Background: an optimization exercise with open tools, aiming at small area, a short achievable clock period and few clock cycles. Do not read the settings as production practice.
Only simulation tests tie the RTL to the original design; equivalence was not proved.
Power is estimated from default activity; no workload was simulated.

$ cat flow/design.v
`timescale 1ns / 1ps
module constant_value(out1);
  parameter BITSIZE_out1=1,
    value=1'b0;
  output [BITSIZE_out1-1:0] out1;
  assign out1 = value;
endmodule
`timescale 1ns / 1ps
module register_SE(clock,
  reset,
  in1,
  wenable,
  out1);
  parameter BITSIZE_in1=1,
    BITSIZE_out1=1;
  input clock;
  input reset;
  input [BITSIZE_in1-1:0] in1;
  input wenable;
  output [BITSIZE_out1-1:0] out1;
  reg [BITSIZE_out1-1:0] reg_out1;
  assign out1 = reg_out1;
  always @(posedge clock)
    if (wenable)
      reg_out1 <= in1;
endmodule
`timescale 1ns / 1ps
module register_STD(clock,
  reset,
  in1,
  wenable,
  out1);
  parameter BITSIZE_in1=1,
    BITSIZE_out1=1;
  input clock;
  input reset;
  input [BITSIZE_in1-1:0] in1;
  input wenable;
  output [BITSIZE_out1-1:0] out1;
  reg [BITSIZE_out1-1:0] reg_out1;
  assign out1 = reg_out1;
  always @(posedge clock)
    reg_out1 <= in1;
endmodule
`timescale 1ns / 1ps
module IUdata_converter_FU(in1,
  out1);
  parameter BITSIZE_in1=1,
    BITSIZE_out1=1;
  input signed [BITSIZE_in1-1:0] in1;
  output [BITSIZE_out1-1:0] out1;
  generate
  if (BITSIZE_out1 <= BITSIZE_in1)
  begin
    assign out1 = in1[BITSIZE_out1-1:0];
  end
  else
  begin
    assign out1 = {{(BITSIZE_out1-BITSIZE_in1){in1[BITSIZE_in1-1]}},in1};
  end
  endgenerate
endmodule
`timescale 1ns / 1ps
module read_cond_FU(in1,
  out1);
  parameter BITSIZE_in1=1;
  input [BITSIZE_in1-1:0] in1;
  output out1;
  assign out1 = in1 != {BITSIZE_in1{1'b0}};
endmodule
`timescale 1ns / 1ps
module BMEMORY_CTRLN(clock,
  in1,
  in2,
  in3,
  in4,
  sel_LOAD,
  sel_STORE,
  out1,
  Min_oe_ram,
  Mout_oe_ram,
  Min_we_ram,
  Mout_we_ram,
  Min_addr_ram,
  Mout_addr_ram,
  M_Rdata_ram,
  Min_Wdata_ram,
  Mout_Wdata_ram,
  Min_data_ram_size,
  Mout_data_ram_size,
  M_DataRdy);
  parameter BITSIZE_in1=1, PORTSIZE_in1=2,
    BITSIZE_in2=1, PORTSIZE_in2=2,
    BITSIZE_in3=1, PORTSIZE_in3=2,
    BITSIZE_in4=1, PORTSIZE_in4=2,
    BITSIZE_sel_LOAD=1, PORTSIZE_sel_LOAD=2,
    BITSIZE_sel_STORE=1, PORTSIZE_sel_STORE=2,
    BITSIZE_out1=1, PORTSIZE_out1=2,
    BITSIZE_Min_oe_ram=1, PORTSIZE_Min_oe_ram=2,
    BITSIZE_Min_we_ram=1, PORTSIZE_Min_we_ram=2,
    BITSIZE_Mout_oe_ram=1, PORTSIZE_Mout_oe_ram=2,
    BITSIZE_Mout_we_ram=1, PORTSIZE_Mout_we_ram=2,
    BITSIZE_M_DataRdy=1, PORTSIZE_M_DataRdy=2,
    BITSIZE_Min_addr_ram=1, PORTSIZE_Min_addr_ram=2,
    BITSIZE_Mout_addr_ram=1, PORTSIZE_Mout_addr_ram=2,
    BITSIZE_M_Rdata_ram=8, PORTSIZE_M_Rdata_ram=2,
    BITSIZE_Min_Wdata_ram=8, PORTSIZE_Min_Wdata_ram=2,
    BITSIZE_Mout_Wdata_ram=8, PORTSIZE_Mout_Wdata_ram=2,
    BITSIZE_Min_data_ram_size=1, PORTSIZE_Min_data_ram_size=2,
    BITSIZE_Mout_data_ram_size=1, PORTSIZE_Mout_data_ram_size=2;
  input clock;
  input [(PORTSIZE_in1*BITSIZE_in1)+(-1):0] in1;
  input [(PORTSIZE_in2*BITSIZE_in2)+(-1):0] in2;
  input [(PORTSIZE_in3*BITSIZE_in3)+(-1):0] in3;
  input [PORTSIZE_in4-1:0] in4;
  input [PORTSIZE_sel_LOAD-1:0] sel_LOAD;
  input [PORTSIZE_sel_STORE-1:0] sel_STORE;
  input [PORTSIZE_Min_oe_ram-1:0] Min_oe_ram;
  input [PORTSIZE_Min_we_ram-1:0] Min_we_ram;
  input [(PORTSIZE_Min_addr_ram*BITSIZE_Min_addr_ram)+(-1):0] Min_addr_ram;
  input [(PORTSIZE_M_Rdata_ram*BITSIZE_M_Rdata_ram)+(-1):0] M_Rdata_ram;
  input [(PORTSIZE_Min_Wdata_ram*BITSIZE_Min_Wdata_ram)+(-1):0] Min_Wdata_ram;
  input [(PORTSIZE_Min_data_ram_size*BITSIZE_Min_data_ram_size)+(-1):0] Min_data_ram_size;
  input [PORTSIZE_M_DataRdy-1:0] M_DataRdy;
  output [(PORTSIZE_out1*BITSIZE_out1)+(-1):0] out1;
  output [PORTSIZE_Mout_oe_ram-1:0] Mout_oe_ram;
  output [PORTSIZE_Mout_we_ram-1:0] Mout_we_ram;
  output [(PORTSIZE_Mout_addr_ram*BITSIZE_Mout_addr_ram)+(-1):0] Mout_addr_ram;
  output [(PORTSIZE_Mout_Wdata_ram*BITSIZE_Mout_Wdata_ram)+(-1):0] Mout_Wdata_ram;
  output [(PORTSIZE_Mout_data_ram_size*BITSIZE_Mout_data_ram_size)+(-1):0] Mout_data_ram_size;
  parameter max_n_writes = PORTSIZE_sel_STORE > PORTSIZE_Mout_we_ram ? PORTSIZE_sel_STORE : PORTSIZE_Mout_we_ram;
  parameter max_n_reads = PORTSIZE_sel_LOAD > PORTSIZE_Mout_oe_ram ? PORTSIZE_sel_STORE : PORTSIZE_Mout_oe_ram;
  parameter max_n_rw = max_n_writes > max_n_reads ? max_n_writes : max_n_reads;
  wire  [(PORTSIZE_in2*BITSIZE_in2)-1:0] tmp_addr;
  wire [PORTSIZE_sel_LOAD-1:0] int_sel_LOAD;
  wire [PORTSIZE_sel_STORE-1:0] int_sel_STORE;
  assign int_sel_LOAD = sel_LOAD & in4;
  assign int_sel_STORE = sel_STORE & in4;
  assign tmp_addr = in2;
  generate
  genvar i;
    for (i=0; i<max_n_rw; i=i+1)
    begin : L0
      assign Mout_addr_ram[(i+1)*BITSIZE_Mout_addr_ram-1:i*BITSIZE_Mout_addr_ram] = ((i < PORTSIZE_sel_LOAD && int_sel_LOAD[i]) || (i < PORTSIZE_sel_STORE && int_sel_STORE[i])) ? (tmp_addr[(i+1)*BITSIZE_in2-1:i*BITSIZE_in2]) : Min_addr_ram[(i+1)*BITSIZE_Min_addr_ram-1:i*BITSIZE_Min_addr_ram];
    end
    endgenerate
  assign Mout_oe_ram = int_sel_LOAD | Min_oe_ram;
  assign Mout_we_ram = int_sel_STORE | Min_we_ram;
  generate
    for (i=0; i<max_n_reads; i=i+1)
    begin : L1
      assign out1[(i+1)*BITSIZE_out1-1:i*BITSIZE_out1] = M_Rdata_ram[i*BITSIZE_M_Rdata_ram+BITSIZE_out1-1:i*BITSIZE_M_Rdata_ram];
  end
  endgenerate
  generate
    for (i=0; i<max_n_rw; i=i+1)
    begin : L2
      assign Mout_Wdata_ram[(i+1)*BITSIZE_Mout_Wdata_ram-1:i*BITSIZE_Mout_Wdata_ram] = int_sel_STORE[i] ? in1[(i+1)*BITSIZE_in1-1:i*BITSIZE_in1] : Min_Wdata_ram[(i+1)*BITSIZE_Min_Wdata_ram-1:i*BITSIZE_Min_Wdata_ram];
  end
  endgenerate
  generate
    for (i=0; i<max_n_rw; i=i+1)
    begin : L3
      assign Mout_data_ram_size[(i+1)*BITSIZE_Mout_data_ram_size-1:i*BITSIZE_Mout_data_ram_size] = ((i < PORTSIZE_sel_LOAD && int_sel_LOAD[i]) || (i < PORTSIZE_sel_STORE && int_sel_STORE[i])) ? (in3[(i+1)*BITSIZE_in3-1:i*BITSIZE_in3]) : Min_data_ram_size[(i+1)*BITSIZE_Min_data_ram_size-1:i*BITSIZE_Min_data_ram_size];
    end
    endgenerate
endmodule
`timescale 1ns / 1ps
module ge_expr_FU(in1,
  in2,
  out1);
  parameter BITSIZE_in1=1,
    BITSIZE_in2=1,
    BITSIZE_out1=1;
  input signed [BITSIZE_in1-1:0] in1;
  input signed [BITSIZE_in2-1:0] in2;
  output [BITSIZE_out1-1:0] out1;
  assign out1 = in1 >= in2;
endmodule
`timescale 1ns / 1ps
module max_expr_FU(in1,
  in2,
  out1);
  parameter BITSIZE_in1=1,
    BITSIZE_in2=1,
    BITSIZE_out1=1;
  input signed [BITSIZE_in1-1:0] in1;
  input signed [BITSIZE_in2-1:0] in2;
  output signed [BITSIZE_out1-1:0] out1;
  assign out1 = in1 > in2 ? in1 : in2;
endmodule
`timescale 1ns / 1ps
module min_expr_FU(in1,
  in2,
  out1);
  parameter BITSIZE_in1=1,
    BITSIZE_in2=1,
    BITSIZE_out1=1;
  input signed [BITSIZE_in1-1:0] in1;
  input signed [BITSIZE_in2-1:0] in2;
  output signed [BITSIZE_out1-1:0] out1;
  assign out1 = in1 < in2 ? in1 : in2;
endmodule
`timescale 1ns / 1ps
module plus_expr_FU(in1,
  in2,
  out1);
  parameter BITSIZE_in1=1,
    BITSIZE_in2=1,
    BITSIZE_out1=1;
  input signed [BITSIZE_in1-1:0] in1;
  input signed [BITSIZE_in2-1:0] in2;
  output signed [BITSIZE_out1-1:0] out1;
  assign out1 = in1 + in2;
endmodule
`timescale 1ns / 1ps
module ui_lshift_expr_FU(in1,
  in2,
  out1);
  parameter BITSIZE_in1=1,
    BITSIZE_in2=1,
    BITSIZE_out1=1,
    PRECISION=1;
  input [BITSIZE_in1-1:0] in1;
  input [BITSIZE_in2-1:0] in2;
  output [BITSIZE_out1-1:0] out1;
    localparam arg2_bitsize = $clog2(PRECISION);
  generate
    if(BITSIZE_in2 > arg2_bitsize)
      assign out1 = in1 << in2[arg2_bitsize-1:0];
    else
      assign out1 = in1 << in2;
  endgenerate
endmodule
`timescale 1ns / 1ps
module ui_pointer_plus_expr_FU(in1,
  in2,
  out1);
  parameter BITSIZE_in1=1,
    BITSIZE_in2=1,
    BITSIZE_out1=1,
    LSB_PARAMETER=-1;
  input [BITSIZE_in1-1:0] in1;
  input [BITSIZE_in2-1:0] in2;
  output [BITSIZE_out1-1:0] out1;
  wire [BITSIZE_out1-1:0] in1_tmp;
  wire [BITSIZE_out1-1:0] in2_tmp;
  assign in1_tmp = in1;
  assign in2_tmp = in2;generate if (BITSIZE_out1 > LSB_PARAMETER) assign out1[BITSIZE_out1-1:LSB_PARAMETER] = (in1_tmp[BITSIZE_out1-1:LSB_PARAMETER] + in2_tmp[BITSIZE_out1-1:LSB_PARAMETER]); else assign out1 = 0; endgenerate
  generate if (LSB_PARAMETER != 0 && BITSIZE_out1 > LSB_PARAMETER) assign out1[LSB_PARAMETER-1:0] = 0; endgenerate
endmodule
`timescale 1ns / 1ps
module IIdata_converter_FU(in1,
  out1);
  parameter BITSIZE_in1=1,
    BITSIZE_out1=1;
  input signed [BITSIZE_in1-1:0] in1;
  output signed [BITSIZE_out1-1:0] out1;
  generate
  if (BITSIZE_out1 <= BITSIZE_in1)
  begin
    assign out1 = in1[BITSIZE_out1-1:0];
  end
  else
  begin
    assign out1 = {{(BITSIZE_out1-BITSIZE_in1){in1[BITSIZE_in1-1]}},in1};
  end
  endgenerate
endmodule
`timescale 1ns / 1ps
module MUX_GATE(sel,
  in1,
  in2,
  out1);
  parameter BITSIZE_in1=1,
    BITSIZE_in2=1,
    BITSIZE_out1=1;
  input sel;
  input [BITSIZE_in1-1:0] in1;
  input [BITSIZE_in2-1:0] in2;
  output [BITSIZE_out1-1:0] out1;
  assign out1 = sel ? in1 : in2;
endmodule
`timescale 1ns / 1ps
module UUdata_converter_FU(in1,
  out1);
  parameter BITSIZE_in1=1,
    BITSIZE_out1=1;
  input [BITSIZE_in1-1:0] in1;
  output [BITSIZE_out1-1:0] out1;
  generate
  if (BITSIZE_out1 <= BITSIZE_in1)
  begin
    assign out1 = in1[BITSIZE_out1-1:0];
  end
  else
  begin
    assign out1 = {{(BITSIZE_out1-BITSIZE_in1){1'b0}},in1};
  end
  endgenerate
endmodule
`timescale 1ns / 1ps
module datapath_min_max_cpp(clock,
  reset,
  in_port_numbers,
  in_port_numbers_length,
  in_port_out_max,
  in_port_out_min,
  M_Rdata_ram,
  M_DataRdy,
  Min_oe_ram,
  Min_we_ram,
  Min_addr_ram,
  Min_Wdata_ram,
  Min_data_ram_size,
  Mout_oe_ram,
  Mout_we_ram,
  Mout_addr_ram,
  Mout_Wdata_ram,
  Mout_data_ram_size,
  fuselector_BMEMORY_CTRLN_8_i0_LOAD,
  fuselector_BMEMORY_CTRLN_8_i0_STORE,
  selector_MUX_0_BMEMORY_CTRLN_8_i0_0_0_0,
  selector_MUX_18_reg_0_0_0_0,
  selector_MUX_19_reg_1_0_0_0,
  selector_MUX_1_BMEMORY_CTRLN_8_i0_1_0_0,
  selector_MUX_1_BMEMORY_CTRLN_8_i0_1_0_1,
  selector_MUX_1_BMEMORY_CTRLN_8_i0_1_1_0,
  selector_MUX_20_reg_2_0_0_0,
  wrenable_reg_0,
  wrenable_reg_1,
  wrenable_reg_2,
  wrenable_reg_3,
  OUT_CONDITION_min_max_cpp_31124_31212);
  input clock;
  input reset;
  input [31:0] in_port_numbers;
  input signed [31:0] in_port_numbers_length;
  input [31:0] in_port_out_max;
  input [31:0] in_port_out_min;
  input [63:0] M_Rdata_ram;
  input [1:0] M_DataRdy;
  input [1:0] Min_oe_ram;
  input [1:0] Min_we_ram;
  input [63:0] Min_addr_ram;
  input [63:0] Min_Wdata_ram;
  input [11:0] Min_data_ram_size;
  input fuselector_BMEMORY_CTRLN_8_i0_LOAD;
  input fuselector_BMEMORY_CTRLN_8_i0_STORE;
  input selector_MUX_0_BMEMORY_CTRLN_8_i0_0_0_0;
  input selector_MUX_18_reg_0_0_0_0;
  input selector_MUX_19_reg_1_0_0_0;
  input selector_MUX_1_BMEMORY_CTRLN_8_i0_1_0_0;
  input selector_MUX_1_BMEMORY_CTRLN_8_i0_1_0_1;
  input selector_MUX_1_BMEMORY_CTRLN_8_i0_1_1_0;
  input selector_MUX_20_reg_2_0_0_0;
  input wrenable_reg_0;
  input wrenable_reg_1;
  input wrenable_reg_2;
  input wrenable_reg_3;
  output [1:0] Mout_oe_ram;
  output [1:0] Mout_we_ram;
  output [63:0] Mout_addr_ram;
  output [63:0] Mout_Wdata_ram;
  output [11:0] Mout_data_ram_size;
  output OUT_CONDITION_min_max_cpp_31124_31212;
  wire [31:0] null_out_signal_BMEMORY_CTRLN_8_i0_out1_1;
  wire [31:0] out_BMEMORY_CTRLN_8_i0_BMEMORY_CTRLN_8_i0;
  wire [29:0] out_IUdata_converter_FU_5_i0_fu_min_max_cpp_31124_31190;
  wire [31:0] out_MUX_0_BMEMORY_CTRLN_8_i0_0_0_0;
  wire [31:0] out_MUX_18_reg_0_0_0_0;
  wire [31:0] out_MUX_19_reg_1_0_0_0;
  wire [31:0] out_MUX_1_BMEMORY_CTRLN_8_i0_1_0_0;
  wire [31:0] out_MUX_1_BMEMORY_CTRLN_8_i0_1_0_1;
  wire [31:0] out_MUX_1_BMEMORY_CTRLN_8_i0_1_1_0;
  wire [31:0] out_MUX_20_reg_2_0_0_0;
  wire out_const_0;
  wire [1:0] out_const_1;
  wire [6:0] out_const_2;
  wire out_const_3;
  wire [1:0] out_const_4;
  wire signed [31:0] out_conv_out_const_0_I_1_I_32;
  wire [5:0] out_conv_out_const_2_7_6;
  wire out_ge_expr_FU_32_32_32_9_i0_fu_min_max_cpp_31124_31232;
  wire signed [31:0] out_ii_conv_conn_obj_0_IIdata_converter_FU_ii_conv_0;
  wire [31:0] out_iu_conv_conn_obj_1_IUdata_converter_FU_iu_conv_1;
  wire [31:0] out_iu_conv_conn_obj_2_IUdata_converter_FU_iu_conv_2;
  wire signed [31:0] out_max_expr_FU_32_32_32_10_i0_fu_min_max_cpp_31124_31172;
  wire signed [31:0] out_min_expr_FU_32_32_32_11_i0_fu_min_max_cpp_31124_31210;
  wire signed [31:0] out_plus_expr_FU_32_0_32_12_i0_fu_min_max_cpp_31124_31198;
  wire out_read_cond_FU_6_i0_fu_min_max_cpp_31124_31212;
  wire [31:0] out_reg_0_reg_0;
  wire [31:0] out_reg_1_reg_1;
  wire [31:0] out_reg_2_reg_2;
  wire [31:0] out_reg_3_reg_3;
  wire [31:0] out_ui_lshift_expr_FU_32_0_32_13_i0_fu_min_max_cpp_31124_31184;
  wire [31:0] out_ui_pointer_plus_expr_FU_32_32_32_14_i0_fu_min_max_cpp_31124_31178;
  BMEMORY_CTRLN #(.BITSIZE_in1(32),
    .PORTSIZE_in1(2),
    .BITSIZE_in2(32),
    .PORTSIZE_in2(2),
    .BITSIZE_in3(6),
    .PORTSIZE_in3(2),
    .BITSIZE_in4(1),
    .PORTSIZE_in4(2),
    .BITSIZE_sel_LOAD(1),
    .PORTSIZE_sel_LOAD(2),
    .BITSIZE_sel_STORE(1),
    .PORTSIZE_sel_STORE(2),
    .BITSIZE_out1(32),
    .PORTSIZE_out1(2),
    .BITSIZE_Min_oe_ram(1),
    .PORTSIZE_Min_oe_ram(2),
    .BITSIZE_Min_we_ram(1),
    .PORTSIZE_Min_we_ram(2),
    .BITSIZE_Mout_oe_ram(1),
    .PORTSIZE_Mout_oe_ram(2),
    .BITSIZE_Mout_we_ram(1),
    .PORTSIZE_Mout_we_ram(2),
    .BITSIZE_M_DataRdy(1),
    .PORTSIZE_M_DataRdy(2),
    .BITSIZE_Min_addr_ram(32),
    .PORTSIZE_Min_addr_ram(2),
    .BITSIZE_Mout_addr_ram(32),
    .PORTSIZE_Mout_addr_ram(2),
    .BITSIZE_M_Rdata_ram(32),
    .PORTSIZE_M_Rdata_ram(2),
    .BITSIZE_Min_Wdata_ram(32),
    .PORTSIZE_Min_Wdata_ram(2),
    .BITSIZE_Mout_Wdata_ram(32),
    .PORTSIZE_Mout_Wdata_ram(2),
    .BITSIZE_Min_data_ram_size(6),
    .PORTSIZE_Min_data_ram_size(2),
    .BITSIZE_Mout_data_ram_size(6),
    .PORTSIZE_Mout_data_ram_size(2)) BMEMORY_CTRLN_8_i0 (.out1({null_out_signal_BMEMORY_CTRLN_8_i0_out1_1,
      out_BMEMORY_CTRLN_8_i0_BMEMORY_CTRLN_8_i0}),
    .Mout_oe_ram(Mout_oe_ram),
    .Mout_we_ram(Mout_we_ram),
    .Mout_addr_ram(Mout_addr_ram),
    .Mout_Wdata_ram(Mout_Wdata_ram),
    .Mout_data_ram_size(Mout_data_ram_size),
    .clock(clock),
    .in1({32'b00000000000000000000000000000000,
      out_MUX_0_BMEMORY_CTRLN_8_i0_0_0_0}),
    .in2({32'b00000000000000000000000000000000,
      out_MUX_1_BMEMORY_CTRLN_8_i0_1_1_0}),
    .in3({6'b000000,
      out_conv_out_const_2_7_6}),
    .in4({1'b0,
      out_const_3}),
    .sel_LOAD({1'b0,
      fuselector_BMEMORY_CTRLN_8_i0_LOAD}),
    .sel_STORE({1'b0,
      fuselector_BMEMORY_CTRLN_8_i0_STORE}),
    .Min_oe_ram(Min_oe_ram),
    .Min_we_ram(Min_we_ram),
    .Min_addr_ram(Min_addr_ram),
    .M_Rdata_ram(M_Rdata_ram),
    .Min_Wdata_ram(Min_Wdata_ram),
    .Min_data_ram_size(Min_data_ram_size),
    .M_DataRdy(M_DataRdy));
  IIdata_converter_FU #(.BITSIZE_in1(32),
    .BITSIZE_out1(32)) IIdata_converter_FU_ii_conv_0 (.out1(out_ii_conv_conn_obj_0_IIdata_converter_FU_ii_conv_0),
    .in1(out_conv_out_const_0_I_1_I_32));
  IUdata_converter_FU #(.BITSIZE_in1(32),
    .BITSIZE_out1(32)) IUdata_converter_FU_iu_conv_1 (.out1(out_iu_conv_conn_obj_1_IUdata_converter_FU_iu_conv_1),
    .in1(out_reg_0_reg_0));
  IUdata_converter_FU #(.BITSIZE_in1(32),
    .BITSIZE_out1(32)) IUdata_converter_FU_iu_conv_2 (.out1(out_iu_conv_conn_obj_2_IUdata_converter_FU_iu_conv_2),
    .in1(out_reg_2_reg_2));
  MUX_GATE #(.BITSIZE_in1(32),
    .BITSIZE_in2(32),
    .BITSIZE_out1(32)) MUX_0_BMEMORY_CTRLN_8_i0_0_0_0 (.out1(out_MUX_0_BMEMORY_CTRLN_8_i0_0_0_0),
    .sel(selector_MUX_0_BMEMORY_CTRLN_8_i0_0_0_0),
    .in1(out_iu_conv_conn_obj_1_IUdata_converter_FU_iu_conv_1),
    .in2(out_iu_conv_conn_obj_2_IUdata_converter_FU_iu_conv_2));
  MUX_GATE #(.BITSIZE_in1(32),
    .BITSIZE_in2(32),
    .BITSIZE_out1(32)) MUX_18_reg_0_0_0_0 (.out1(out_MUX_18_reg_0_0_0_0),
    .sel(selector_MUX_18_reg_0_0_0_0),
    .in1(out_BMEMORY_CTRLN_8_i0_BMEMORY_CTRLN_8_i0),
    .in2(out_max_expr_FU_32_32_32_10_i0_fu_min_max_cpp_31124_31172));
  MUX_GATE #(.BITSIZE_in1(32),
    .BITSIZE_in2(32),
    .BITSIZE_out1(32)) MUX_19_reg_1_0_0_0 (.out1(out_MUX_19_reg_1_0_0_0),
    .sel(selector_MUX_19_reg_1_0_0_0),
    .in1(out_ii_conv_conn_obj_0_IIdata_converter_FU_ii_conv_0),
    .in2(out_plus_expr_FU_32_0_32_12_i0_fu_min_max_cpp_31124_31198));
  MUX_GATE #(.BITSIZE_in1(32),
    .BITSIZE_in2(32),
    .BITSIZE_out1(32)) MUX_1_BMEMORY_CTRLN_8_i0_1_0_0 (.out1(out_MUX_1_BMEMORY_CTRLN_8_i0_1_0_0),
    .sel(selector_MUX_1_BMEMORY_CTRLN_8_i0_1_0_0),
    .in1(out_reg_3_reg_3),
    .in2(in_port_numbers));
  MUX_GATE #(.BITSIZE_in1(32),
    .BITSIZE_in2(32),
    .BITSIZE_out1(32)) MUX_1_BMEMORY_CTRLN_8_i0_1_0_1 (.out1(out_MUX_1_BMEMORY_CTRLN_8_i0_1_0_1),
    .sel(selector_MUX_1_BMEMORY_CTRLN_8_i0_1_0_1),
    .in1(in_port_out_max),
    .in2(in_port_out_min));
  MUX_GATE #(.BITSIZE_in1(32),
    .BITSIZE_in2(32),
    .BITSIZE_out1(32)) MUX_1_BMEMORY_CTRLN_8_i0_1_1_0 (.out1(out_MUX_1_BMEMORY_CTRLN_8_i0_1_1_0),
    .sel(selector_MUX_1_BMEMORY_CTRLN_8_i0_1_1_0),
    .in1(out_MUX_1_BMEMORY_CTRLN_8_i0_1_0_0),
    .in2(out_MUX_1_BMEMORY_CTRLN_8_i0_1_0_1));
  MUX_GATE #(.BITSIZE_in1(32),
    .BITSIZE_in2(32),
    .BITSIZE_out1(32)) MUX_20_reg_2_0_0_0 (.out1(out_MUX_20_reg_2_0_0_0),
    .sel(selector_MUX_20_reg_2_0_0_0),
    .in1(out_BMEMORY_CTRLN_8_i0_BMEMORY_CTRLN_8_i0),
    .in2(out_min_expr_FU_32_32_32_11_i0_fu_min_max_cpp_31124_31210));
  constant_value #(.BITSIZE_out1(1),
    .value(1'b0)) const_0 (.out1(out_const_0));
  constant_value #(.BITSIZE_out1(2),
    .value(2'b01)) const_1 (.out1(out_const_1));
  constant_value #(.BITSIZE_out1(7),
    .value(7'b0100000)) const_2 (.out1(out_const_2));
  constant_value #(.BITSIZE_out1(1),
    .value(1'b1)) const_3 (.out1(out_const_3));
  constant_value #(.BITSIZE_out1(2),
    .value(2'b10)) const_4 (.out1(out_const_4));
  IIdata_converter_FU #(.BITSIZE_in1(1),
    .BITSIZE_out1(32)) conv_out_const_0_I_1_I_32 (.out1(out_conv_out_const_0_I_1_I_32),
    .in1(out_const_0));
  UUdata_converter_FU #(.BITSIZE_in1(7),
    .BITSIZE_out1(6)) conv_out_const_2_7_6 (.out1(out_conv_out_const_2_7_6),
    .in1(out_const_2));
  max_expr_FU #(.BITSIZE_in1(32),
    .BITSIZE_in2(32),
    .BITSIZE_out1(32)) fu_min_max_cpp_31124_31172 (.out1(out_max_expr_FU_32_32_32_10_i0_fu_min_max_cpp_31124_31172),
    .in1(out_BMEMORY_CTRLN_8_i0_BMEMORY_CTRLN_8_i0),
    .in2(out_reg_0_reg_0));
  ui_pointer_plus_expr_FU #(.BITSIZE_in1(32),
    .BITSIZE_in2(32),
    .BITSIZE_out1(32),
    .LSB_PARAMETER(0)) fu_min_max_cpp_31124_31178 (.out1(out_ui_pointer_plus_expr_FU_32_32_32_14_i0_fu_min_max_cpp_31124_31178),
    .in1(in_port_numbers),
    .in2(out_ui_lshift_expr_FU_32_0_32_13_i0_fu_min_max_cpp_31124_31184));
  ui_lshift_expr_FU #(.BITSIZE_in1(30),
    .BITSIZE_in2(2),
    .BITSIZE_out1(32),
    .PRECISION(32)) fu_min_max_cpp_31124_31184 (.out1(out_ui_lshift_expr_FU_32_0_32_13_i0_fu_min_max_cpp_31124_31184),
    .in1(out_IUdata_converter_FU_5_i0_fu_min_max_cpp_31124_31190),
    .in2(out_const_4));
  IUdata_converter_FU #(.BITSIZE_in1(32),
    .BITSIZE_out1(30)) fu_min_max_cpp_31124_31190 (.out1(out_IUdata_converter_FU_5_i0_fu_min_max_cpp_31124_31190),
    .in1(out_reg_1_reg_1));
  plus_expr_FU #(.BITSIZE_in1(32),
    .BITSIZE_in2(2),
    .BITSIZE_out1(32)) fu_min_max_cpp_31124_31198 (.out1(out_plus_expr_FU_32_0_32_12_i0_fu_min_max_cpp_31124_31198),
    .in1(out_reg_1_reg_1),
    .in2(out_const_1));
  min_expr_FU #(.BITSIZE_in1(32),
    .BITSIZE_in2(32),
    .BITSIZE_out1(32)) fu_min_max_cpp_31124_31210 (.out1(out_min_expr_FU_32_32_32_11_i0_fu_min_max_cpp_31124_31210),
    .in1(out_BMEMORY_CTRLN_8_i0_BMEMORY_CTRLN_8_i0),
    .in2(out_reg_2_reg_2));
  read_cond_FU #(.BITSIZE_in1(1)) fu_min_max_cpp_31124_31212 (.out1(out_read_cond_FU_6_i0_fu_min_max_cpp_31124_31212),
    .in1(out_ge_expr_FU_32_32_32_9_i0_fu_min_max_cpp_31124_31232));
  ge_expr_FU #(.BITSIZE_in1(32),
    .BITSIZE_in2(32),
    .BITSIZE_out1(1)) fu_min_max_cpp_31124_31232 (.out1(out_ge_expr_FU_32_32_32_9_i0_fu_min_max_cpp_31124_31232),
    .in1(out_reg_1_reg_1),
    .in2(in_port_numbers_length));
  register_SE #(.BITSIZE_in1(32),
    .BITSIZE_out1(32)) reg_0 (.out1(out_reg_0_reg_0),
    .clock(clock),
    .reset(reset),
    .in1(out_MUX_18_reg_0_0_0_0),
    .wenable(wrenable_reg_0));
  register_SE #(.BITSIZE_in1(32),
    .BITSIZE_out1(32)) reg_1 (.out1(out_reg_1_reg_1),
    .clock(clock),
    .reset(reset),
    .in1(out_MUX_19_reg_1_0_0_0),
    .wenable(wrenable_reg_1));
  register_SE #(.BITSIZE_in1(32),
    .BITSIZE_out1(32)) reg_2 (.out1(out_reg_2_reg_2),
    .clock(clock),
    .reset(reset),
    .in1(out_MUX_20_reg_2_0_0_0),
    .wenable(wrenable_reg_2));
  register_STD #(.BITSIZE_in1(32),
    .BITSIZE_out1(32)) reg_3 (.out1(out_reg_3_reg_3),
    .clock(clock),
    .reset(reset),
    .in1(out_ui_pointer_plus_expr_FU_32_32_32_14_i0_fu_min_max_cpp_31124_31178),
    .wenable(wrenable_reg_3));
  assign OUT_CONDITION_min_max_cpp_31124_31212 = out_read_cond_FU_6_i0_fu_min_max_cpp_31124_31212;
endmodule
`timescale 1ns / 1ps
module controller_min_max_cpp(done_port,
  fuselector_BMEMORY_CTRLN_8_i0_LOAD,
  fuselector_BMEMORY_CTRLN_8_i0_STORE,
  selector_MUX_0_BMEMORY_CTRLN_8_i0_0_0_0,
  selector_MUX_18_reg_0_0_0_0,
  selector_MUX_19_reg_1_0_0_0,
  selector_MUX_1_BMEMORY_CTRLN_8_i0_1_0_0,
  selector_MUX_1_BMEMORY_CTRLN_8_i0_1_0_1,
  selector_MUX_1_BMEMORY_CTRLN_8_i0_1_1_0,
  selector_MUX_20_reg_2_0_0_0,
  wrenable_reg_0,
  wrenable_reg_1,
  wrenable_reg_2,
  wrenable_reg_3,
  OUT_CONDITION_min_max_cpp_31124_31212,
  clock,
  reset,
  start_port);
  input OUT_CONDITION_min_max_cpp_31124_31212;
  input clock;
  input reset;
  input start_port;
  output done_port;
  output fuselector_BMEMORY_CTRLN_8_i0_LOAD;
  output fuselector_BMEMORY_CTRLN_8_i0_STORE;
  output selector_MUX_0_BMEMORY_CTRLN_8_i0_0_0_0;
  output selector_MUX_18_reg_0_0_0_0;
  output selector_MUX_19_reg_1_0_0_0;
  output selector_MUX_1_BMEMORY_CTRLN_8_i0_1_0_0;
  output selector_MUX_1_BMEMORY_CTRLN_8_i0_1_0_1;
  output selector_MUX_1_BMEMORY_CTRLN_8_i0_1_1_0;
  output selector_MUX_20_reg_2_0_0_0;
  output wrenable_reg_0;
  output wrenable_reg_1;
  output wrenable_reg_2;
  output wrenable_reg_3;
  parameter [7:0] S_0 = 8'b00000001,
    S_1 = 8'b00000010,
    S_2 = 8'b00000100,
    S_3 = 8'b00001000,
    S_4 = 8'b00010000,
    S_5 = 8'b00100000,
    S_6 = 8'b01000000,
    S_7 = 8'b10000000;
  reg [7:0] _present_state, _next_state;
  reg done_port;
  reg fuselector_BMEMORY_CTRLN_8_i0_LOAD;
  reg fuselector_BMEMORY_CTRLN_8_i0_STORE;
  reg selector_MUX_0_BMEMORY_CTRLN_8_i0_0_0_0;
  reg selector_MUX_18_reg_0_0_0_0;
  reg selector_MUX_19_reg_1_0_0_0;
  reg selector_MUX_1_BMEMORY_CTRLN_8_i0_1_0_0;
  reg selector_MUX_1_BMEMORY_CTRLN_8_i0_1_0_1;
  reg selector_MUX_1_BMEMORY_CTRLN_8_i0_1_1_0;
  reg selector_MUX_20_reg_2_0_0_0;
  reg wrenable_reg_0;
  reg wrenable_reg_1;
  reg wrenable_reg_2;
  reg wrenable_reg_3;
  always @(posedge clock)
    if (reset == 1'b0) _present_state <= S_0;
    else _present_state <= _next_state;
  always @(*)
  begin
    done_port = 1'b0;
    fuselector_BMEMORY_CTRLN_8_i0_LOAD = 1'b0;
    fuselector_BMEMORY_CTRLN_8_i0_STORE = 1'b0;
    selector_MUX_0_BMEMORY_CTRLN_8_i0_0_0_0 = 1'b0;
    selector_MUX_18_reg_0_0_0_0 = 1'b0;
    selector_MUX_19_reg_1_0_0_0 = 1'b0;
    selector_MUX_1_BMEMORY_CTRLN_8_i0_1_0_0 = 1'b0;
    selector_MUX_1_BMEMORY_CTRLN_8_i0_1_0_1 = 1'b0;
    selector_MUX_1_BMEMORY_CTRLN_8_i0_1_1_0 = 1'b0;
    selector_MUX_20_reg_2_0_0_0 = 1'b0;
    wrenable_reg_0 = 1'b0;
    wrenable_reg_1 = 1'b0;
    wrenable_reg_2 = 1'b0;
    wrenable_reg_3 = 1'b0;
    case (_present_state)
      S_0 :
        if(start_port == 1'b1)
        begin
          fuselector_BMEMORY_CTRLN_8_i0_LOAD = 1'b1;
          selector_MUX_1_BMEMORY_CTRLN_8_i0_1_1_0 = 1'b1;
          _next_state = S_1;
        end
        else
        begin
          _next_state = S_0;
        end
      S_1 :
        begin
          selector_MUX_18_reg_0_0_0_0 = 1'b1;
          selector_MUX_19_reg_1_0_0_0 = 1'b1;
          selector_MUX_20_reg_2_0_0_0 = 1'b1;
          wrenable_reg_0 = 1'b1;
          wrenable_reg_1 = 1'b1;
          wrenable_reg_2 = 1'b1;
          _next_state = S_2;
        end
      S_2 :
        begin
          wrenable_reg_1 = 1'b1;
          wrenable_reg_3 = 1'b1;
          if (OUT_CONDITION_min_max_cpp_31124_31212 == 1'b1)
            begin
              _next_state = S_5;
              wrenable_reg_1 = 1'b0;
              wrenable_reg_3 = 1'b0;
            end
          else
            begin
              _next_state = S_3;
            end
        end
      S_3 :
        begin
          fuselector_BMEMORY_CTRLN_8_i0_LOAD = 1'b1;
          selector_MUX_1_BMEMORY_CTRLN_8_i0_1_0_0 = 1'b1;
          selector_MUX_1_BMEMORY_CTRLN_8_i0_1_1_0 = 1'b1;
          _next_state = S_4;
        end
      S_4 :
        begin
          wrenable_reg_0 = 1'b1;
          wrenable_reg_2 = 1'b1;
          _next_state = S_2;
        end
      S_5 :
        begin
          fuselector_BMEMORY_CTRLN_8_i0_STORE = 1'b1;
          selector_MUX_0_BMEMORY_CTRLN_8_i0_0_0_0 = 1'b1;
          selector_MUX_1_BMEMORY_CTRLN_8_i0_1_0_1 = 1'b1;
          _next_state = S_6;
        end
      S_6 :
        begin
          fuselector_BMEMORY_CTRLN_8_i0_STORE = 1'b1;
          _next_state = S_7;
          done_port = 1'b1;
        end
      S_7 :
        begin
          _next_state = S_0;
        end
      default :
        begin
          _next_state = S_0;
        end
    endcase
  end
endmodule
`timescale 1ns / 1ps
module flipflop_AR(clock,
  reset,
  in1,
  out1);
  parameter BITSIZE_in1=1,
    BITSIZE_out1=1;
  input clock;
  input reset;
  input in1;
  output out1;
  reg reg_out1;
  assign out1 = reg_out1;
  always @(posedge clock )
    if (reset == 1'b0)
      reg_out1 <= {BITSIZE_out1{1'b0}};
    else
      reg_out1 <= in1;
endmodule
`timescale 1ns / 1ps
module _min_max_cpp(clock,
  reset,
  start_port,
  done_port,
  numbers,
  numbers_length,
  out_max,
  out_min,
  M_Rdata_ram,
  M_DataRdy,
  Min_oe_ram,
  Min_we_ram,
  Min_addr_ram,
  Min_Wdata_ram,
  Min_data_ram_size,
  Mout_oe_ram,
  Mout_we_ram,
  Mout_addr_ram,
  Mout_Wdata_ram,
  Mout_data_ram_size);
  input clock;
  input reset;
  input start_port;
  input [31:0] numbers;
  input signed [31:0] numbers_length;
  input [31:0] out_max;
  input [31:0] out_min;
  input [63:0] M_Rdata_ram;
  input [1:0] M_DataRdy;
  input [1:0] Min_oe_ram;
  input [1:0] Min_we_ram;
  input [63:0] Min_addr_ram;
  input [63:0] Min_Wdata_ram;
  input [11:0] Min_data_ram_size;
  output done_port;
  output [1:0] Mout_oe_ram;
  output [1:0] Mout_we_ram;
  output [63:0] Mout_addr_ram;
  output [63:0] Mout_Wdata_ram;
  output [11:0] Mout_data_ram_size;
  wire OUT_CONDITION_min_max_cpp_31124_31212;
  wire done_delayed_REG_signal_in;
  wire done_delayed_REG_signal_out;
  wire fuselector_BMEMORY_CTRLN_8_i0_LOAD;
  wire fuselector_BMEMORY_CTRLN_8_i0_STORE;
  wire selector_MUX_0_BMEMORY_CTRLN_8_i0_0_0_0;
  wire selector_MUX_18_reg_0_0_0_0;
  wire selector_MUX_19_reg_1_0_0_0;
  wire selector_MUX_1_BMEMORY_CTRLN_8_i0_1_0_0;
  wire selector_MUX_1_BMEMORY_CTRLN_8_i0_1_0_1;
  wire selector_MUX_1_BMEMORY_CTRLN_8_i0_1_1_0;
  wire selector_MUX_20_reg_2_0_0_0;
  wire wrenable_reg_0;
  wire wrenable_reg_1;
  wire wrenable_reg_2;
  wire wrenable_reg_3;
  controller_min_max_cpp Controller_i (.done_port(done_delayed_REG_signal_in),
    .fuselector_BMEMORY_CTRLN_8_i0_LOAD(fuselector_BMEMORY_CTRLN_8_i0_LOAD),
    .fuselector_BMEMORY_CTRLN_8_i0_STORE(fuselector_BMEMORY_CTRLN_8_i0_STORE),
    .selector_MUX_0_BMEMORY_CTRLN_8_i0_0_0_0(selector_MUX_0_BMEMORY_CTRLN_8_i0_0_0_0),
    .selector_MUX_18_reg_0_0_0_0(selector_MUX_18_reg_0_0_0_0),
    .selector_MUX_19_reg_1_0_0_0(selector_MUX_19_reg_1_0_0_0),
    .selector_MUX_1_BMEMORY_CTRLN_8_i0_1_0_0(selector_MUX_1_BMEMORY_CTRLN_8_i0_1_0_0),
    .selector_MUX_1_BMEMORY_CTRLN_8_i0_1_0_1(selector_MUX_1_BMEMORY_CTRLN_8_i0_1_0_1),
    .selector_MUX_1_BMEMORY_CTRLN_8_i0_1_1_0(selector_MUX_1_BMEMORY_CTRLN_8_i0_1_1_0),
    .selector_MUX_20_reg_2_0_0_0(selector_MUX_20_reg_2_0_0_0),
    .wrenable_reg_0(wrenable_reg_0),
    .wrenable_reg_1(wrenable_reg_1),
    .wrenable_reg_2(wrenable_reg_2),
    .wrenable_reg_3(wrenable_reg_3),
    .OUT_CONDITION_min_max_cpp_31124_31212(OUT_CONDITION_min_max_cpp_31124_31212),
    .clock(clock),
    .reset(reset),
    .start_port(start_port));
  datapath_min_max_cpp Datapath_i (.Mout_oe_ram(Mout_oe_ram),
    .Mout_we_ram(Mout_we_ram),
    .Mout_addr_ram(Mout_addr_ram),
    .Mout_Wdata_ram(Mout_Wdata_ram),
    .Mout_data_ram_size(Mout_data_ram_size),
    .OUT_CONDITION_min_max_cpp_31124_31212(OUT_CONDITION_min_max_cpp_31124_31212),
    .clock(clock),
    .reset(reset),
    .in_port_numbers(numbers),
    .in_port_numbers_length(numbers_length),
    .in_port_out_max(out_max),
    .in_port_out_min(out_min),
    .M_Rdata_ram(M_Rdata_ram),
    .M_DataRdy(M_DataRdy),
    .Min_oe_ram(Min_oe_ram),
    .Min_we_ram(Min_we_ram),
    .Min_addr_ram(Min_addr_ram),
    .Min_Wdata_ram(Min_Wdata_ram),
    .Min_data_ram_size(Min_data_ram_size),
    .fuselector_BMEMORY_CTRLN_8_i0_LOAD(fuselector_BMEMORY_CTRLN_8_i0_LOAD),
    .fuselector_BMEMORY_CTRLN_8_i0_STORE(fuselector_BMEMORY_CTRLN_8_i0_STORE),
    .selector_MUX_0_BMEMORY_CTRLN_8_i0_0_0_0(selector_MUX_0_BMEMORY_CTRLN_8_i0_0_0_0),
    .selector_MUX_18_reg_0_0_0_0(selector_MUX_18_reg_0_0_0_0),
    .selector_MUX_19_reg_1_0_0_0(selector_MUX_19_reg_1_0_0_0),
    .selector_MUX_1_BMEMORY_CTRLN_8_i0_1_0_0(selector_MUX_1_BMEMORY_CTRLN_8_i0_1_0_0),
    .selector_MUX_1_BMEMORY_CTRLN_8_i0_1_0_1(selector_MUX_1_BMEMORY_CTRLN_8_i0_1_0_1),
    .selector_MUX_1_BMEMORY_CTRLN_8_i0_1_1_0(selector_MUX_1_BMEMORY_CTRLN_8_i0_1_1_0),
    .selector_MUX_20_reg_2_0_0_0(selector_MUX_20_reg_2_0_0_0),
    .wrenable_reg_0(wrenable_reg_0),
    .wrenable_reg_1(wrenable_reg_1),
    .wrenable_reg_2(wrenable_reg_2),
    .wrenable_reg_3(wrenable_reg_3));
  flipflop_AR #(.BITSIZE_in1(1),
    .BITSIZE_out1(1)) done_delayed_REG (.out1(done_delayed_REG_signal_out),
    .clock(clock),
    .reset(reset),
    .in1(done_delayed_REG_signal_in));
  assign done_port = done_delayed_REG_signal_out;
endmodule
`timescale 1ns / 1ps
module min_max_cpp(clock,
  reset,
  start_port,
  numbers,
  numbers_length,
  out_max,
  out_min,
  M_Rdata_ram,
  M_DataRdy,
  done_port,
  Mout_oe_ram,
  Mout_we_ram,
  Mout_addr_ram,
  Mout_Wdata_ram,
  Mout_data_ram_size);
  input clock;
  input reset;
  input start_port;
  input [31:0] numbers;
  input [31:0] numbers_length;
  input [31:0] out_max;
  input [31:0] out_min;
  input [63:0] M_Rdata_ram;
  input [1:0] M_DataRdy;
  output done_port;
  output [1:0] Mout_oe_ram;
  output [1:0] Mout_we_ram;
  output [63:0] Mout_addr_ram;
  output [63:0] Mout_Wdata_ram;
  output [11:0] Mout_data_ram_size;
  _min_max_cpp _min_max_cpp_i0 (.done_port(done_port),
    .Mout_oe_ram(Mout_oe_ram),
    .Mout_we_ram(Mout_we_ram),
    .Mout_addr_ram(Mout_addr_ram),
    .Mout_Wdata_ram(Mout_Wdata_ram),
    .Mout_data_ram_size(Mout_data_ram_size),
    .clock(clock),
    .reset(reset),
    .start_port(start_port),
    .numbers(numbers),
    .numbers_length(numbers_length),
    .out_max(out_max),
    .out_min(out_min),
    .M_Rdata_ram(M_Rdata_ram),
    .M_DataRdy(M_DataRdy),
    .Min_oe_ram({1'b0,
      1'b0}),
    .Min_we_ram({1'b0,
      1'b0}),
    .Min_addr_ram({32'b00000000000000000000000000000000,
      32'b00000000000000000000000000000000}),
    .Min_Wdata_ram({32'b00000000000000000000000000000000,
      32'b00000000000000000000000000000000}),
    .Min_data_ram_size({6'b000000,
      6'b000000}));
endmodule
$ cat flow/run.sh
#!/bin/bash
# synth_recipe.tcl (not shown) runs the flow's synth.tcl, then flattens the netlist and writes it again
# the make line also repeats each setting of config.mk as NAME=value (left out here)
make -C /OpenROAD-flow-scripts/flow DESIGN_CONFIG=/design/flow/config.mk WORK_HOME=/design/flow/orfs CLKGATE_MAP_FILE= SYNTH_SCRIPT=/design/flow/synth_recipe.tcl finish
$ cat flow/config.mk
export PLATFORM = sky130hd
export DESIGN_NAME = min_max_cpp
export DESIGN_NICKNAME = min_max_cpp
export VERILOG_FILES = /design/flow/design.v
export SDC_FILE = /design/flow/constraint.sdc
export NUM_CORES = 4
export LEC_CHECK = 0
export CAP_MARGIN = 20
export CORE_MARGIN = 2
export CORE_UTILIZATION = 40
export SLEW_MARGIN = 20
$ cat flow/constraint.sdc
create_clock -name core_clock -period 5.0 [get_ports {clock}]
set_input_delay 1.0000 -clock core_clock [delete_from_list [all_inputs] [get_ports {clock}]]
set_output_delay 1.0000 -clock core_clock [all_outputs]
set_load 0.01 [all_outputs]
==> summary.txt <==
Clock transition at path regs - 0.06 ns
Final HPWL DP - 22.1 mm
Tcrit/Tclk final - 0.914
1st-pass router iterations - 4
Buffers added on ports - 230
Synth area leader - edfxtp_1
Min Tclk post-route - 4.57 ns
Top cells by area in the synthesized netlist - edfxtp_1 (28%), ha_1 (15%), a21oi_1 (8.2%), dfxtp_1 (7.9%), nand2_1 (6.9%)
Post-place setup slack - 0.693 ns
Ratio of cells with drive above 1 in the final layout - 0.0412
Hold Path Stages - 2
Resize count post-CTS - 0
First-pass GRT wire length - 44.5 mm
Avg Cell Area, Syn - 8.64 sq um
Clk Latency, worst-skew pair - 0.43 ns
CP endpoint kind - output pin
PwrDens - 233 nW/um^2
Die area - 27200 sq um
Post-synthesis sequential area ratio - 0.358
Wire length per cell - 16.4 um
Placed cell count - 1731
Crit start category - flop
Die width - 165 um
Final Worst Setup Slack - 0.431 ns
Critical path class - reg2out
Post-Route WL - 29.0 mm
Area grow syn2layout - 28.6%
Final Max Slew Viols - 0
TritonCTS clock tree - yes
Post-synth EDFFs - 96
Max transition margin - 0.349
H-tree Lvls - 4
Cell-internal power - 2.28 mW
Setup-failing EPs final - 0
Crit-path max FO - 23
Hold crit path type - reg2reg
Hold path start - _min_max_cpp_i0.Controller_i._present_state[6]
Layout Nets - 1743
Vert. Die Dim - 165 um
Synth Instances - 1198
# IOs - 342
Comb power frac - 0.172
DRC violations left - 0
Sw Pwr - 0.829 mW
Final setup TNS - 0 ns
CTS Buf Count - 17
Total track usage - 0.212
Via density - 5.06
Worst Path Required - 4.00 ns
Maximum Capacitance Violations - 0
Clk_skew - 0.0154 ns
Via count - 8934
Setup Fix Bufs, Post-CTS - 0
Seq pwr share - 0.414
End of the worst register-to-register path - _min_max_cpp_i0.Datapath_i.reg_0.reg_out1[2]
Detail Route Antenna Nets - 0
Grt ovf - 0
FMAX - 219 MHz
Clock power frac - 0.414
Distinct cells, synth - 60
Cell count of the worst reg-to-reg path - 10
Synth top area share - 0.278
Predominant post-synthesis flop cell - edfxtp_1
Post-Syn Area - 10400 sq um
Non-Filler Instances - 1765
Sw Share - 0.267
Core area - 25300 sq um
Status - finished clean
Vias in the first global route - 8573
Yosys reg bits - 137
DRT iter0 DRCs - 495
Initial antenna violation count - 2
Async set-reset flop share out of synthesis - 0
Max VDD drop - 161 uV
Slew @ Worst Pin - 0.976 ns
Overall Power - 3.10 mW
Leakage dissipation - 5.73 nW
Worst Hold End - _min_max_cpp_i0.Controller_i._present_state[7]
Warnings, synthesis - 4
Commonest non-fill, non-tap cells in the layout - clkdlybuf4s50_1 (230), nand2_1 (188), a21oi_1 (169), ha_1 (125), inv_1 (107)
Clock root cell - clkbuf_16
Commonest non-fill, non-tap cell in the layout - clkdlybuf4s50_1
Clk sink count - 137
Reg-to-reg slack, setup - 1.84 ns
Post-CTS Hold Buffers - 0
Hold Vio Cnt, Final - 0
Site Rows - 58
Initial Utilization - 0.409
Arrival @ worst endpoint - 3.57 ns
RSZ-0062 raised after global routing - no
CTS max path bufs - 2
Largest net degree at the start of global routing - 66
Routability Congestion - 0.858
RR Startpoint - _min_max_cpp_i0.Datapath_i.reg_0.reg_out1[14]
worst max-delay path by stage:
stage / startpoint / to / slack, ns / depth (start not counted)
global placement: M_Rdata_ram[10] / _min_max_cpp_i0.Datapath_i.reg_0.reg_out1[10] / 0.74 / 10
detailed placement: M_Rdata_ram[15] / _min_max_cpp_i0.Datapath_i.reg_0.reg_out1[10] / 0.69 / 10
finish: _min_max_cpp_i0.Controller_i._present_state[5] / Mout_addr_ram[22] / 0.43 / 6
floorplan: M_Rdata_ram[19] / _min_max_cpp_i0.Datapath_i.reg_2.reg_out1[0] / 0.70 / 8
global route: _min_max_cpp_i0.Controller_i._present_state[5] / Mout_addr_ram[22] / 0.25 / 6
CTS: _min_max_cpp_i0.Controller_i._present_state[5] / Mout_addr_ram[22] / 0.39 / 6
area by class of cell:
class / count / area [sq um]
fill: 2477 / 12000
multi-input combinational: 912 / 5760
sequential: 137 / 3700
timing repair buffer: 245 / 2440
clock buffer: 17 / 425
tap: 330 / 413
inverter: 107 / 402
clock inverter: 15 / 166
antenna: 2 / 5.00
critical path, cell delays in order, from the launching register on:
cell,delay [ns]
dfxtp_1,0.37
or3_1,0.41
or4_4,0.47
or3b_1,0.81
buf_4,0.35
a21oi_1,0.13
clkdlybuf4s50_1,0.60
sequential cells by signal (all words and copies together), names as in the netlist:
| name | count |
|---|---|
| _min_max_cpp_i0.Controller_i._present_state | 8 |
| _min_max_cpp_i0.Datapath_i.reg_3.reg_out1 | 32 |
| _min_max_cpp_i0.Datapath_i.reg_1.reg_out1 | 32 |
| _min_max_cpp_i0.Datapath_i.reg_2.reg_out1 | 32 |
| _min_max_cpp_i0.Datapath_i.reg_0.reg_out1 | 32 |
| _min_max_cpp_i0.done_delayed_REG.reg_out1 | 1 |
stage by stage:
stage	cell area (sq um)	utilization	hold slack, ns
floorplan	10600	-	0.489
global placement	12700	0.502	0.525
detailed placement	12700	0.502	0.534
CTS	13300	0.526	0.547
global route	13300	0.526	0.567
finish	13300	0.526	0.534
routing by layer:
| layer | global-route usage | vias up | wire length [um] |
|---|---|---|---|
| met5 | 0 | - | 0 |
| met1 | 0.269 | 4104 | 12900 |
| met3 | 0.0467 | 22 | 1780 |
| met2 | 0.368 | 288 | 13900 |
| li1 | - | 4520 | - |
| met4 | 0.0510 | 0 | 390 |
cell usage after synthesis, types with 3 or more instances:
master      n
dfxtp_1    41
nand4_1    24
and2_1      6
nand3_1    26
edfxtp_1   96
o21a_1      3
clkbuf_1   21
buf_4      79
o21bai_1    4
buf_6       5
a21oi_1   169
o211ai_1    9
o21ai_0    31
and3_1      8
a31oi_1     6
a221o_1    17
nand3b_1    3
o31ai_1     3
and4_1      8
a211oi_1    5
inv_1     107
nor3_1     12
nor4_1      5
a221oi_1    3
nor2_1     66
xnor2_1    19
or3_1       5
buf_2      11
nand2_1   189
a21o_1     14
ha_1      125
nand2b_1    4
nor2b_1     3
xor2_1     39
cell families (layout without fill, tap and decap cells):
kind of cell,after synthesis,count (layout),share of synthesized area
other,1,79,0.000362
AND/OR/NAND/NOR,369,369,0.163
AO/OA/AOI/OAI,282,282,0.162
adder cells (fa/ha/maj),126,126,0.153
XOR/XNOR,58,58,0.0491
flip-flops,137,137,0.358
buffers and inverters,225,384,0.115
power groups by stage:
stage               Clock, mW  Sequential [mW]  Combinational, mW
floorplan                   0             1.30              0.319
global placement            0             1.31              0.526
detailed placement          0             1.31              0.531
CTS                      1.32             1.29              0.535
global route             1.36             1.29              0.596
finish                   1.28             1.29              0.533
Testbench counts, summed over its fixed seeds: cycles 39,360.

-- re-timing with driven ports --
How much do the figures lean on ideal ports? The routed layout below was timed once more, with nothing changed but the port constraints.
Step 1: set_driving_cell puts a clkbuf_16 on clock and a buf_2 on each other input, an assumption about the parent block.
Step 2 also shifts input and output timing later by t, the mid clock arrival at the registers, as if the neighbouring blocks saw the same clock.
Three values: no drivers, after step 1, after step 2; two values: the first two.
shift t [ns]: 0.465
setup WS [ns]: 0.431 / 0.390 / 0.675
worst setup path after step 2: input to register
clock arrival spread, ns: 0.017 / 0.017
slew at the worst register clock pin (ns): 0.07 / 0.07
After both steps setup and hold are still met in this run. For this run, drivers alone change the setup slack by -0.041 ns; drivers and shift together by +0.244 ns.
